From an optimization exercise on the open Yosys and OpenROAD flow, aimed at small area; shortcuts taken in it are not production practice. RTL that was checked went through simulation tests only; none was proved equivalent to the original.

==> inputs of v6 <==
Design pipeline_cpu, start of the top module:
module pipeline_cpu(
	clk,
	rst_n,
	in_valid,
	instruction,
	dout,
	out_valid,
	ren,
	wen,
	addr,
	out_addr,
	din,
	out
);
Settings: LEC_CHECK=0, CAP_MARGIN=10, CORE_MARGIN=2, CORE_UTILIZATION=40, SLEW_MARGIN=10, SYNTH_HIERARCHICAL=1; clock period 7.0 ns.
standard.sh (not shown) runs the stock make flow with config.mk's settings and CLKGATE_MAP_FILE= SYNTH_SCRIPT=/design/flow/synth_recipe.tcl, a recipe that flattens the netlist after the stock synthesis.
==> flow/flow/run.sh <==
#!/bin/bash
# Own layout flow: the standard ORFS flow (standard.sh, with its standard synthesis
# script synth_recipe.tcl), with these changes:
#  - ABC maps the logic with flow/abc.script, an area-oriented mapping script, in place of
#    ORFS's delay-oriented abc_speed.script. ORFS's scripts folder is copied to orfs_scripts/
#    and only that one file is replaced in the copy.
#  - ports buffered with buf_1 (the smallest buffer) instead of ORFS's default choice
#  - clock tree without dummy loads, from small clock buffers in clusters of up to 14 flip-flops
#  - before global routing, downsizing of gates off the critical paths (flow/pre_grt.tcl),
#    followed by the standard repairs
# Each make step's full output is in orfs/logs/; make's own output is in standard.log here.
set -euo pipefail
rm -rf orfs_scripts
cp -r "$FLOW_HOME/scripts" orfs_scripts
cp flow/abc.script orfs_scripts/abc_speed.script
bash standard.sh finish \
	"SCRIPTS_DIR=$PWD/orfs_scripts" \
	"BUFFER_PORTS_ARGS=-buffer_cell sky130_fd_sc_hd__buf_1" \
	"CTS_ARGS=-sink_clustering_enable -repair_clock_nets -dont_use_dummy_load -buf_list {sky130_fd_sc_hd__clkbuf_4 sky130_fd_sc_hd__clkbuf_8} -sink_clustering_buffer sky130_fd_sc_hd__clkbuf_8 -sink_clustering_size 14 -sink_clustering_max_diameter 70" \
	"PRE_GLOBAL_ROUTE_TCL=$PWD/flow/pre_grt.tcl" > standard.log 2>&1
==> flow/flow/abc.script <==
&get -n
&st
&dch
&nf
&st
&syn2
&dch
&nf
&put
==> flow/flow/pre_grt.tcl <==
# Before global routing: downsize gates off the critical paths (placement parasitics),
# then repair slew, capacitance and fanout again, since downsizing ignores them.
estimate_parasitics -placement
repair_timing -recover_power 100 -match_cell_footprint -verbose
repair_design -match_cell_footprint -cap_margin 20 -slew_margin 20 -verbose
detailed_placement
==> inputs of v31, as changes to v6 <==
--- a/flow/design.v
+++ b/flow/design.v
@@ -915,18 +915,15 @@
 fa ut425 (.a(t367), .b(t366), .c(t424), .s(t425), .co(t426));
 fa ut427 (.a(t369), .b(t368), .c(t426), .s(t427), .co(t428));
 fa ut429 (.a(t371), .b(t370), .c(t428), .s(t429), .co(t430));
 fa ut431 (.a(t373), .b(t372), .c(t430), .s(t431), .co(t432));
 fa ut433 (.a(t375), .b(t374), .c(t432), .s(t433), .co(t434));
 fa ut435 (.a(t377), .b(t376), .c(t434), .s(t435), .co(t436));
 wire [22:0] rr;
-wire [22:0] rx = ~{1'b1, pp[255], t419, t417, t415, t413, t411, t409, t407, t405, t403, t401, t399, t397, t395, t393, t391, t389, t387, t385, t383, t381, t379};
-wire [22:0] ry = ~{1'b1, t420, t418, t416, t414, t412, t410, t408, t406, t404, t402, t400, t398, t396, t394, t392, t390, t388, t386, t384, t382, t380, t378};
-wire rc = ~t436;
-assign rr = ~(rx + ry + rc);
+assign rr = {1'b1, pp[255], t419, t417, t415, t413, t411, t409, t407, t405, t403, t401, t399, t397, t395, t393, t391, t389, t387, t385, t383, t381, t379} + {1'b1, t420, t418, t416, t414, t412, t410, t408, t406, t404, t402, t400, t398, t396, t394, t392, t390, t388, t386, t384, t382, t380, t378} + t436;
 assign p = ~{rr[22], rr[21], rr[20], rr[19], rr[18], rr[17], rr[16], rr[15], rr[14], rr[13], rr[12], rr[11], rr[10], rr[9], rr[8], rr[7], rr[6], rr[5], rr[4], rr[3], rr[2], rr[1], rr[0], t435, t433, t431, t429, t427, t425, t423, t421, pp[0]};
 endmodule
 module fa(input a, b, c, output s, co);
 assign s = a ^ b ^ c;
 assign co = (a & b) | (a & c) | (b & c);
 endmodule
 module xnor2(input a, b, output y);
==> flow/flow/pre_grt.tcl (replaced) <==
# Before global routing: downsize gates off the critical paths (placement parasitics),
# then repair slew, capacitance and fanout again, since downsizing ignores them.
estimate_parasitics -placement
repair_timing -recover_power 100 -match_cell_footprint -verbose
repair_design -match_cell_footprint -cap_margin 10 -slew_margin 10 -verbose
detailed_placement
==> inputs of v33, as changes to v6 <==
--- a/flow/design.v
+++ b/flow/design.v
@@ -915,18 +915,15 @@
 fa ut425 (.a(t367), .b(t366), .c(t424), .s(t425), .co(t426));
 fa ut427 (.a(t369), .b(t368), .c(t426), .s(t427), .co(t428));
 fa ut429 (.a(t371), .b(t370), .c(t428), .s(t429), .co(t430));
 fa ut431 (.a(t373), .b(t372), .c(t430), .s(t431), .co(t432));
 fa ut433 (.a(t375), .b(t374), .c(t432), .s(t433), .co(t434));
 fa ut435 (.a(t377), .b(t376), .c(t434), .s(t435), .co(t436));
 wire [22:0] rr;
-wire [22:0] rx = ~{1'b1, pp[255], t419, t417, t415, t413, t411, t409, t407, t405, t403, t401, t399, t397, t395, t393, t391, t389, t387, t385, t383, t381, t379};
-wire [22:0] ry = ~{1'b1, t420, t418, t416, t414, t412, t410, t408, t406, t404, t402, t400, t398, t396, t394, t392, t390, t388, t386, t384, t382, t380, t378};
-wire rc = ~t436;
-assign rr = ~(rx + ry + rc);
+assign rr = {1'b1, pp[255], t419, t417, t415, t413, t411, t409, t407, t405, t403, t401, t399, t397, t395, t393, t391, t389, t387, t385, t383, t381, t379} + {1'b1, t420, t418, t416, t414, t412, t410, t408, t406, t404, t402, t400, t398, t396, t394, t392, t390, t388, t386, t384, t382, t380, t378} + t436;
 assign p = ~{rr[22], rr[21], rr[20], rr[19], rr[18], rr[17], rr[16], rr[15], rr[14], rr[13], rr[12], rr[11], rr[10], rr[9], rr[8], rr[7], rr[6], rr[5], rr[4], rr[3], rr[2], rr[1], rr[0], t435, t433, t431, t429, t427, t425, t423, t421, pp[0]};
 endmodule
 module fa(input a, b, c, output s, co);
 assign s = a ^ b ^ c;
 assign co = (a & b) | (a & c) | (b & c);
 endmodule
 module xnor2(input a, b, output y);
==> flow/flow/pre_grt.tcl (replaced) <==
# Before global routing: downsize gates off the critical paths (placement parasitics),
# then repair slew, capacitance and fanout again, since downsizing ignores them.
estimate_parasitics -placement
repair_timing -recover_power 100 -match_cell_footprint -verbose
repair_design -match_cell_footprint -cap_margin 10 -slew_margin 10 -verbose
detailed_placement
==> flow/config.mk (replaced) <==
export PLATFORM = sky130hd
export DESIGN_NAME = pipeline_cpu
export DESIGN_NICKNAME = pipeline_cpu
export VERILOG_FILES = /design/flow/design.v
export SDC_FILE = /design/flow/constraint.sdc
export NUM_CORES = 4
export LEC_CHECK = 0
export CAP_MARGIN = 10
export CORE_MARGIN = 2
export CORE_UTILIZATION = 55
export SLEW_MARGIN = 10
export SYNTH_HIERARCHICAL = 1
==> qor.yml <==
max_incr_delay_on_cp_ps: 590
outcome: "no timing/DRC/antenna violations"
cp_cell_sequence: "nand2_1 -> fa_1 -> fa_1 -> fa_1 -> fa_1 -> fa_1 -> fa_1 -> fa_1 -> fa_1 -> fa_1 -> fa_1 -> a21o_1 -> a21oi_1 -> o21ai_0 -> a31oi_1 -> o31ai_1 -> nor2b_1 -> a31oi_1 -> xor2_1"
worst_slew_pin_slew_ps: 1350
synthesized_area_fraction_occupied_by_xor_and_xnor_cells_pct: 2.70
synth_top_cells_by_count: "sky130_fd_sc_hd__a222oi_1, sky130_fd_sc_hd__dfxtp_1, sky130_fd_sc_hd__nand2_1"
switching_share_pct: 43.9
Source of the figures above: v31

==> qor.yml <==
nets: 3046
cp_cell_sequence: "nand2_1 -> fa_1 -> fa_1 -> fa_1 -> fa_1 -> fa_1 -> fa_1 -> fa_1 -> fa_1 -> fa_1 -> fa_1 -> a21o_1 -> a21oi_1 -> o21ai_0 -> a31oi_1 -> o31ai_1 -> nor2b_1 -> a31oi_1 -> xor2_1"
outcome: "no timing/DRC/antenna violations"
max_incr_delay_on_cp_ps: 550
synth_top_cells_by_count: "sky130_fd_sc_hd__a222oi_1, sky130_fd_sc_hd__dfxtp_1, sky130_fd_sc_hd__nand2_1"
setup.reg_to_reg.worst_slack_ps: 470
insertedDiodeCount: 1
switching_share_pct: 43.3
worst_slew_pin_slew_ps: 1330
Source of the figures above: v33

==> qor.yml <==
outcome: "no timing/DRC/antenna violations"
die_x_um: 258
root_buffer_cell: "sky130_fd_sc_hd__clkbuf_8"
max_incr_delay_on_cp_ps: 870
cts_resized: 0
synthesized_area_fraction_occupied_by_xor_and_xnor_cells_pct: 2.68
final.setup.tns_ps: 0
leading_cell_type_in_the_layout_fill_and_taps_excluded: "sky130_fd_sc_hd__a222oi_1"
cp_cell_sequence: "mux2i_1 -> xnor2_1 -> fa_1 -> fa_1 -> fa_1 -> fa_1 -> fa_1 -> fa_1 -> fa_1 -> fa_1 -> clkinv_1 -> fa_1 -> clkinv_1 -> fa_1 -> a21o_1 -> a21oi_1 -> o21ai_0 -> a21o_1 -> nand2_1 -> o21ai_0 -> o22a_1"
final_design_area_no_fill_um2: 28400
p_leak_nw: 9.15
yosysMostFrequentCell: "sky130_fd_sc_hd__a222oi_1"
switching_share_pct: 42.6
synth_top_cells_by_count: "sky130_fd_sc_hd__a222oi_1, sky130_fd_sc_hd__dfxtp_1, sky130_fd_sc_hd__nand2_1"
worst_slew_pin_slew_ps: 1190
Source of the figures above: v6


* * *

==> run a <==
pipeline_cpu, a different RTL version from the one above (not shown whole).
==> flow/config.mk <==
export PLATFORM = sky130hd
export DESIGN_NAME = pipeline_cpu
export DESIGN_NICKNAME = pipeline_cpu
export VERILOG_FILES = /design/flow/design.v
export SDC_FILE = /design/flow/constraint.sdc
export NUM_CORES = 4
export LEC_CHECK = 0
export CAP_MARGIN = 20
export CORE_MARGIN = 2
export CORE_UTILIZATION = 40
export SLEW_MARGIN = 20
export SYNTH_HIERARCHICAL = 1
==> flow/constraint.sdc <==
create_clock -name core_clock -period 7.0 [get_ports {clk}]
set_input_delay 1.4000 -clock core_clock [delete_from_list [all_inputs] [get_ports {clk}]]
set_output_delay 1.4000 -clock core_clock [all_outputs]
set_load 0.01 [all_outputs]
==> flow/flow/run.sh <==
#!/bin/bash
# Own layout flow: the standard ORFS flow (standard.sh, with its standard synthesis),
# with these changes:
#  - ports buffered with buf_1 (the smallest buffer) instead of ORFS's default choice
#  - clock tree without dummy loads, from small clock buffers
#  - power recovery (downsizing gates off the critical paths) after global routing
# Each make step's full output is in orfs/logs/; make's own output is in standard.log here.
set -euo pipefail
bash standard.sh finish \
	"BUFFER_PORTS_ARGS=-buffer_cell sky130_fd_sc_hd__buf_1" \
	"CTS_ARGS=-sink_clustering_enable -repair_clock_nets -dont_use_dummy_load -buf_list {sky130_fd_sc_hd__clkbuf_4 sky130_fd_sc_hd__clkbuf_8}" \
	RECOVER_POWER=100 > standard.log 2>&1
==> run b (differences from run a) <==
--- a/flow/design.v
+++ b/flow/design.v
@@ -31,32 +31,46 @@
 logic [31:0] b_w;
 logic        c_v;
 logic [1:0]  c_k;
 logic [7:0]  c_d;
 logic [31:0] c_w;
 wire i_mem = instruction[18:17] == 2'b10;
 wire [3:0] i_sa = i_mem ? instruction[11:8] : instruction[15:12];
 wire [3:0] i_ta = i_mem ? instruction[15:12] : instruction[11:8];
+logic [15:0] s_s, s_t;
+always_comb
+	for (int i = 0; i < 16; i++) begin
+		s_s[i] = rv[i] && i_sa == i;
+		s_t[i] = rv[i] && i_ta == i;
+	end
 wire [15:0] rd_s, rd_t;
-rf_rd u_rs (.a(i_sa), .v(rv), .f(rf), .y(rd_s));
-rf_rd u_rt (.a(i_ta), .v(rv), .f(rf), .y(rd_t));
+rf_rd u_rs (.s(s_s), .f(rf), .y(rd_s));
+rf_rd u_rt (.s(s_t), .f(rf), .y(rd_t));
 always_ff @(posedge clk) begin
 	a_ins <= {instruction[18:16], instruction[11:0]};
 	a_s   <= rd_s;
 	a_t   <= rd_t;
 end
 wire [2:0] a_op = a_ins[14:12];
 wire [3:0] a_frt = a_ins[11:8];
 wire [7:0] a_imm = a_ins[7:0];
 wire [3:0] a_fn = a_ins[3:0];
 wire a_rr  = a_op == 3'b000;
 wire a_sub = (a_rr && a_fn == 4'd3) || a_op == 3'b011;
 wire [15:0] a_y = a_rr ? a_t : {8'd0, a_imm};
-wire [16:0] a_sum = {1'b0, a_s} + {1'b0, a_y ^ {16{a_sub}}};
+wire [15:0] a_yx = a_y ^ {16{a_sub}};
+wire [16:0] a_sum;
+wire [8:0] a_c;       
+assign a_c[0] = 1'b0;
+genvar ga;
+generate for (ga = 0; ga < 8; ga = ga + 1) begin : g_as
+	fa u_f (.a(a_s[ga]), .b(a_yx[ga]), .c(a_c[ga]), .s(a_sum[ga]), .co(a_c[ga+1]));
+end endgenerate
+assign a_sum[16:8] = {1'b0, a_s[15:8]} + {1'b0, a_yx[15:8]} + {8'd0, a_c[8]};
 logic [2:0]  a_k;
 logic [7:0]  a_d;
 logic [16:0] a_r;
 always_comb begin
 	a_k = K_NOP;
 	a_d = {4'd0, a_frt};
 	a_r = a_sum;
 	case (a_op)
@@ -107,47 +121,58 @@
 		ren <= a_ld && !b_ld;
 		if (a_st || a_ld) addr <= a_t[3:0];
 		if (a_st) din <= a_sum[15:0];
 	end
 end
 wire b_ldk = b_k == K_LD;
 wire [15:0] b_p = b_ldk ? dout : b_w[15:0] ^ {16{!b_w[16]}};
 wire [7:0]  b_q = b_w[7:0] & {8{b_ldk}};
-wire [15:0] b_sum = b_p + {8'd0, b_q} + {15'd0, !b_ldk && b_w[16]};
+wire [15:0] b_sum;
+wire [8:0]  b_c;       
+wire [8:0]  b_t;       
+assign b_c[0] = !b_ldk && b_w[16];
+assign b_t[0] = 1'b1;
+genvar gk;
+generate for (gk = 0; gk < 8; gk = gk + 1) begin : g_bs
+	fa u_f (.a(b_p[gk]), .b(b_q[gk]), .c(b_c[gk]), .s(b_sum[gk]), .co(b_c[gk+1]));
+	assign b_t[gk+1] = b_t[gk] && b_p[8+gk];
+	assign b_sum[8+gk] = b_p[8+gk] ^ (b_c[8] && b_t[gk]);
+end endgenerate
 always_ff @(posedge clk) begin
 	c_d <= b_d;
 	case (b_k)
 		K_ONE: c_k <= C_ONE;
 		K_ABS: c_k <= C_ONE;
 		K_LD:  c_k <= C_ONE;
 		K_MUL: c_k <= C_MUL;
 		K_ST:  c_k <= C_ST;
 		default: c_k <= C_NOP;
 	endcase
 	c_w[31:16] <= b_w[31:16];     
 	case (b_k)
 		K_LD, K_ABS: c_w[15:0] <= b_sum;
-		K_ST:  c_w[15:0] <= din;
-		default: c_w[15:0] <= b_w[15:0];
+		default: c_w[15:0] <= b_w[15:0];    
 	endcase
 end
 wire c_one = c_v && c_k == C_ONE;
 wire c_mul = c_v && c_k == C_MUL;
 wire c_st  = c_v && c_k == C_ST;
 wire [15:0] lo = c_w[15:0];
 wire [15:0] hi = c_w[31:16];
-wire [3:0] rd_o;
-rf_rd4 u_ro (.a(c_d[3:0]), .v(rv), .f(rf), .y(rd_o));
-logic [15:0] wl, wh;
+logic [15:0] dl, s_o, wl, wh;
 always_comb
 	for (int i = 0; i < 16; i++) begin
-		wl[i] = (c_one || c_mul) && c_d[3:0] == i;
-		wh[i] = c_mul && c_d[7:4] == i && c_d[3:0] != i;
+		dl[i] = c_d[3:0] == i;
+		s_o[i] = rv[i] && dl[i];
+		wl[i] = (c_one || c_mul) && dl[i];
+		wh[i] = c_mul && c_d[7:4] == i && !dl[i];
 	end
+wire [3:0] rd_o;
+rf_rd4 u_ro (.s(s_o), .f(rf), .y(rd_o));
 always_ff @(posedge clk or negedge rst_n) begin
 	if (!rst_n) begin
 		out_valid <= 1'b0;
 		out <= 16'd0;
 		out_addr <= 4'd0;
 		rv <= 16'd0;
 	end else begin
 		if (c_v) out_valid <= 1'b1;
@@ -174,41 +199,33 @@
 		rf_bit u_b (.wl(wl[gi]), .wh(wh[gi]), .hold(hold), .lo(lo[gb]), .hi(hi[gb]), .r(rf[16*gi+gb]), .d(rf_nx[16*gi+gb]));
 	end
 end endgenerate
 always_ff @(posedge clk) rf <= rf_nx;
 endmodule
 module rf_bit(input wl, wh, hold, lo, hi, r, output d);
 assign d = (wl & lo) | (wh & hi) | (hold & r);
 endmodule
-module rf_rd(input [3:0] a, input [15:0] v, input [255:0] f, output [15:0] y);
-wire [15:0] s;
+module rf_rd(input [15:0] s, input [255:0] f, output [15:0] y);
 genvar i, b;
-generate for (i = 0; i < 16; i = i + 1) begin : g_s
-	assign s[i] = v[i] && a == i;
-end
-for (b = 0; b < 16; b = b + 1) begin : g_b
+generate for (b = 0; b < 16; b = b + 1) begin : g_b
 	wire [5:0] n;
 	wire m0, m1;
 	for (i = 0; i < 5; i = i + 1) begin : g_d
 		aoi222 u_a (.a(s[3*i]), .b(f[16*(3*i)+b]), .c(s[3*i+1]), .d(f[16*(3*i+1)+b]), .e(s[3*i+2]), .f(f[16*(3*i+2)+b]), .y(n[i]));
 	end
 	nand2 u_l (.a(s[15]), .b(f[16*15+b]), .y(n[5]));
 	nand3 u_n0 (.a(n[0]), .b(n[1]), .c(n[2]), .y(m0));
 	nand3 u_n1 (.a(n[3]), .b(n[4]), .c(n[5]), .y(m1));
 	or2 u_o (.a(m0), .b(m1), .y(y[b]));
 end endgenerate
 endmodule
-module rf_rd4(input [3:0] a, input [15:0] v, input [255:0] f, output [3:0] y);
-wire [15:0] s;
+module rf_rd4(input [15:0] s, input [255:0] f, output [3:0] y);
 genvar i, b;
-generate for (i = 0; i < 16; i = i + 1) begin : g_s
-	assign s[i] = v[i] && a == i;
-end
-for (b = 0; b < 4; b = b + 1) begin : g_b
+generate for (b = 0; b < 4; b = b + 1) begin : g_b
 	wire [5:0] n;
 	wire m0, m1;
 	for (i = 0; i < 5; i = i + 1) begin : g_d
 		aoi222 u_a (.a(s[3*i]), .b(f[16*(3*i)+b]), .c(s[3*i+1]), .d(f[16*(3*i+1)+b]), .e(s[3*i+2]), .f(f[16*(3*i+2)+b]), .y(n[i]));
 	end
 	nand2 u_l (.a(s[15]), .b(f[16*15+b]), .y(n[5]));
 	nand3 u_n0 (.a(n[0]), .b(n[1]), .c(n[2]), .y(m0));
 	nand3 u_n1 (.a(n[3]), .b(n[4]), .c(n[5]), .y(m1));
==> flow/flow/run.sh (replaced) <==
#!/bin/bash
# Own layout flow: the standard ORFS flow (standard.sh, with its standard synthesis),
# with these changes:
#  - ports buffered with buf_1 (the smallest buffer) instead of ORFS's default choice
#  - clock tree without dummy loads, from small clock buffers in clusters of up to 14 flip-flops
#  - before global routing, downsizing of gates off the critical paths (flow/pre_grt.tcl),
#    followed by the standard repairs
# Each make step's full output is in orfs/logs/; make's own output is in standard.log here.
set -euo pipefail
bash standard.sh finish \
	"BUFFER_PORTS_ARGS=-buffer_cell sky130_fd_sc_hd__buf_1" \
	"CTS_ARGS=-sink_clustering_enable -repair_clock_nets -dont_use_dummy_load -buf_list {sky130_fd_sc_hd__clkbuf_4 sky130_fd_sc_hd__clkbuf_8} -sink_clustering_buffer sky130_fd_sc_hd__clkbuf_8 -sink_clustering_size 14 -sink_clustering_max_diameter 70" \
	"PRE_GLOBAL_ROUTE_TCL=$PWD/flow/pre_grt.tcl" > standard.log 2>&1
==> flow/flow/pre_grt.tcl (new file) <==
# Before global routing: downsize gates off the critical paths (placement parasitics),
# then repair slew, capacitance and fanout again, since downsizing ignores them.
estimate_parasitics -placement
repair_timing -recover_power 100 -match_cell_footprint -verbose
repair_design -match_cell_footprint -cap_margin 20 -slew_margin 20 -verbose
detailed_placement
==> summary of the runs <==
Against run a, the fmax of run b is lower by 3.3%. Between run a and run b, the lower via count is in run b (gap about 2.5%, measured against run b). Die area: run b is lower than run a (about 1.4%). Against run b, the routed wire length of run a is larger by about 4.4%. Run b completed without violations. Run a reached the layout checks and failed them: capacitance limit, slew limit.
No functional check of the RTL was part of run a.

what the ideal ports hide:
No port has a modelled driver above. Below, the same layouts with a new extraction and two added sets of constraints. Step 1 (the two cells are an assumption about what drives the block):
set clk [get_ports {clk}]
set_driving_cell -lib_cell sky130_fd_sc_hd__clkbuf_16 $clk
set_driving_cell -lib_cell sky130_fd_sc_hd__buf_2 [delete_from_list [all_inputs] $clk]
Step 2, shift: input delay + t, output delay - t, t = (earliest + latest rising clock arrival at the registers) / 2. This alone moves slack from input paths to output paths. Three values: ideal ports, drivers, drivers and shift; two values: the first two.
| run | t (ns) | slack for setup (ns) | hold WS [ns] | worst data-port slew with drivers (ns) |
|---|---|---|---|---|
| v6 | 0.677 | 0.495 / 0.495 / 0.495 | 0.321 / 0.321 / 0.321 | 0.04 |
| v31 | 0.683 | 0.408 / 0.408 / 0.408 | 0.308 / 0.308 / 0.308 | 0.04 |
| v33 | 0.682 | 0.470 / 0.470 / 0.470 | 0.333 / 0.333 / 0.333 | 0.04 |
| run a | 0.710 | 0.610 / 0.610 / 0.610 | 0.304 / 0.304 / 0.304 | 0.05 |
| run b | 0.676 | 0.392 / 0.392 / 0.392 | 0.299 / 0.299 / 0.299 | 0.04 |
